This design comes from an exercise in tuning for small area and a short achievable clock period on the open sky130 flow, not from production work.
Where RTL was checked, it was by simulation tests only, not by an equivalence proof against the original.

==> flow/design.v (excerpt) <==
module DSP (A,B,D,C,CLK,CARRYIN,OPMODE,BCIN,RSTA,RSTB,RSTM,
RSTP,RSTC,RSTD,RSTCARRYIN,RSTOPMODE,CEA,CEB,CEM,CEP,CEC,CED,
CECARRYIN,CEOPMODE,PCIN,BCOUT,PCOUT,P,M,CARRYOUT,CARRYOUTF);
Settings: LEC_CHECK=0, ABC_AREA=1, CAP_MARGIN=20, CORE_MARGIN=2, CORE_UTILIZATION=40, SETUP_SLACK_MARGIN=2.5, SLEW_MARGIN=20, BUFFER_PORTS_ARGS=-buffer_cell sky130_fd_sc_hd__buf_2, PRE_RESIZE_TCL=/design/flow/flow/ports.tcl; clock period 7.0 ns.
standard.sh (not shown) runs the stock make flow with config.mk's settings and CLKGATE_MAP_FILE= SYNTH_SCRIPT=/design/flow/synth_recipe.tcl, a recipe that flattens the netlist after the stock synthesis.
==> flow/flow/run.sh <==
#!/bin/bash
# The standard layout (standard.sh: standard synthesis, then ORFS to
# finish), with one change: the port buffers are plain buffers (buf_2 from
# buffer_ports, then buf_1 on the inputs) instead of the delay cell
# buffer_ports picks by default.  Each tool's output is in orfs/logs.
set -euo pipefail
HERE=$(pwd)
cat >> config.mk <<EOC
export BUFFER_PORTS_ARGS = -buffer_cell sky130_fd_sc_hd__buf_2
export PRE_RESIZE_TCL = $HERE/flow/ports.tcl
EOC
bash standard.sh > standard.log 2>&1
==> flow/flow/ports.tcl <==
# Before repair_design: the input ports' buffers become buf_1.
set n 0
foreach port [get_ports -quiet *] {
  if {[get_property $port direction] ne "input"} { continue }
  if {[get_name $port] eq "CLK"} { continue }
  set net [get_nets -quiet -of_objects $port]
  if {$net eq ""} { continue }
  foreach pin [get_pins -quiet -of_objects $net] {
    set inst [get_cells -of_objects $pin]
    if {[get_property $inst ref_name] eq "sky130_fd_sc_hd__buf_2"} {
      replace_cell $inst sky130_fd_sc_hd__buf_1
      incr n
    }
  }
}
puts "flow/ports.tcl: $n input buffers set to buf_1"
The first run aborted during placement repair (3_4_place_resized) (STA-0100).
Rerun with:
--- a/flow/design.v
+++ b/flow/design.v
@@ -23,19 +23,21 @@
   output [17:0] BCOUT;
   output [47:0] PCOUT;
   output [47:0] P;
   output [35:0] M;
   output CARRYOUT,CARRYOUTF;
   reg [7:0] opm;
   reg [17:0] dr, ar, br;
   reg [47:0] cr, pr;
   reg cyi, cyo;
-  reg [35:0] mr;
+  reg [35:0] ms;
+  reg [35:6] mc;
+  reg mk;
   wire s6 = opm[6];
   wire [18:0] pre_w = {dr, 1'b1} + {B ^ {18{s6}}, s6};
   wire [17:0] pre = pre_w[18:1];
   wire [17:0] b_in = opm[4] ? pre : B;
   always @(posedge CLK) begin
     if (RSTOPMODE) opm <= 8'd0;
     else if (CEOPMODE) opm <= OPMODE;
   end
   always @(posedge CLK) begin
@@ -606,37 +608,56 @@
   wire c519 = (pp177 & c513) | (pp177 & s516) | (c513 & s516);
   wire s520 = ns160 ^ pp195 ^ pp196;
   wire c521 = (ns160 & pp195) | (ns160 & pp196) | (pp195 & pp196);
   wire s522 = s520 ^ pp178 ^ c517;
   wire c523 = (s520 & pp178) | (s520 & c517) | (pp178 & c517);
   wire s524 = nc207 ^ c521 ^ pp179;
   wire c525 = (nc207 & c521) | (nc207 & pp179) | (c521 & pp179);
   wire s526 = ns180 ^ pp197 ^ pp198;
   wire c527 = (ns180 & pp197) | (ns180 & pp198) | (pp197 & pp198);
-  wire [35:0] prod_s = {s526, s524, c519, s518, s514, c503, s502, s494, c477, c467, c455, s454, c429, c415, c399, c383, c367, c351, c335, c319, c305, c291, s288, c267, c257, s254, s244, c231, s228, s222, s216, s212, c209, pp3, pp2, neg0};
-  wire [35:0] prod_c = {c525, c523, s522, c515, c509, s508, c495, c487, s486, s476, s466, c443, s442, s428, s414, s398, s382, s366, s350, s334, s318, s304, s290, s278, s266, s256, s246, s238, s230, s224, s218, s214, s210, s208, 1'b0, pp1};
-  wire mk_in = ~(c527);
-  wire [35:0] prod = prod_s + prod_c;
+  wire s528 = neg0 ^ pp1;
+  wire c529 = neg0 & pp1;
+  wire s530 = pp2 ^ c529;
+  wire c531 = pp2 & c529;
+  wire s532 = pp3 ^ s208 ^ c531;
+  wire c533 = (pp3 & s208) | (pp3 & c531) | (s208 & c531);
+  wire s534 = c209 ^ s210 ^ c533;
+  wire c535 = (c209 & s210) | (c209 & c533) | (s210 & c533);
+  wire s536 = s212 ^ s214 ^ c535;
+  wire c537 = (s212 & s214) | (s212 & c535) | (s214 & c535);
+  wire s538 = s216 ^ s218 ^ c537;
+  wire c539 = (s216 & s218) | (s216 & c537) | (s218 & c537);
+  wire [35:0] prod_s = {s526, s524, c519, s518, s514, c503, s502, s494, c477, c467, c455, s454, c429, c415, c399, c383, c367, c351, c335, c319, c305, c291, s288, c267, c257, s254, s244, c231, s228, s222, s538, s536, s534, s532, s530, s528};
+  wire [35:0] prod_c = {c525, c523, s522, c515, c509, s508, c495, c487, s486, s476, s466, c443, s442, s428, s414, s398, s382, s366, s350, s334, s318, s304, s290, s278, s266, s256, s246, s238, s230, s224, 1'b0, 1'b0, 1'b0, 1'b0, 1'b0, 1'b0};
   always @(posedge CLK) begin
-    if (RSTM) mr <= 36'd0;
-    else if (CEM) mr <= prod;
+    if (RSTM) ms <= 36'd0;
+    else if (CEM) ms <= prod_s;
   end
-  assign M = mr;
+  always @(posedge CLK) begin
+    if (RSTM) mc <= 30'd0;
+    else if (CEM) mc <= prod_c[35:6];
+  end
+  always @(posedge CLK) begin
+    if (RSTM) mk <= 1'd0;
+    else if (CEM) mk <= c539;
+  end
+  wire [30:0] m_hi = {ms[35:6], 1'b1} + {mc, mk};
+  assign M = {m_hi[30:1], ms[5:0]};
   wire s7 = opm[7];
-  wire [47:0] x = ({48{opm[1:0] == 2'd1}} & {12'd0, mr})
+  wire [47:0] x = ({48{opm[1:0] == 2'd1}} & {12'd0, M})
                 | ({48{opm[1:0] == 2'd2}} & pr)
                 | ({48{opm[1:0] == 2'd3}} & {dr[11:0], ar, br});
-  wire [47:0] zs = (({48{opm[3:2] == 2'd1}} & PCIN)
-                 | ({48{opm[3:2] == 2'd2}} & pr)
-                 | ({48{opm[3:2] == 2'd3}} & cr)) ^ {48{s7}};
-  wire [49:0] t_w = {1'b0, zs, 1'b1} + {1'b0, x, cyi};
-  wire [47:0] post = t_w[48:1] ^ {48{s7}};
-  wire post_c = t_w[49];
+  wire [47:0] z = ({48{opm[3:2] == 2'd1}} & PCIN)
+                | ({48{opm[3:2] == 2'd2}} & pr)
+                | ({48{opm[3:2] == 2'd3}} & cr);
+  wire [49:0] post_w = {1'b0, z, 1'b1} + {1'b0, x ^ {48{s7}}, cyi ^ s7};
+  wire [47:0] post = post_w[48:1];
+  wire post_c = post_w[49] ^ s7;
   always @(posedge CLK) begin
     if (RSTP) pr <= 48'd0;
     else if (CEP) pr <= post;
   end
   always @(posedge CLK) begin
     if (RSTCARRYIN) cyo <= 1'd0;
     else if (CECARRYIN) cyo <= post_c;
   end
   assign BCOUT = br;
After rerunning: The new run died in placement repair (3_4_place_resized); area after synthesis climbs by 3.5%; synthesized cell count climbs by 4.3%.
Function not checked in the first run of this note: the RTL went through the layout flow alone.
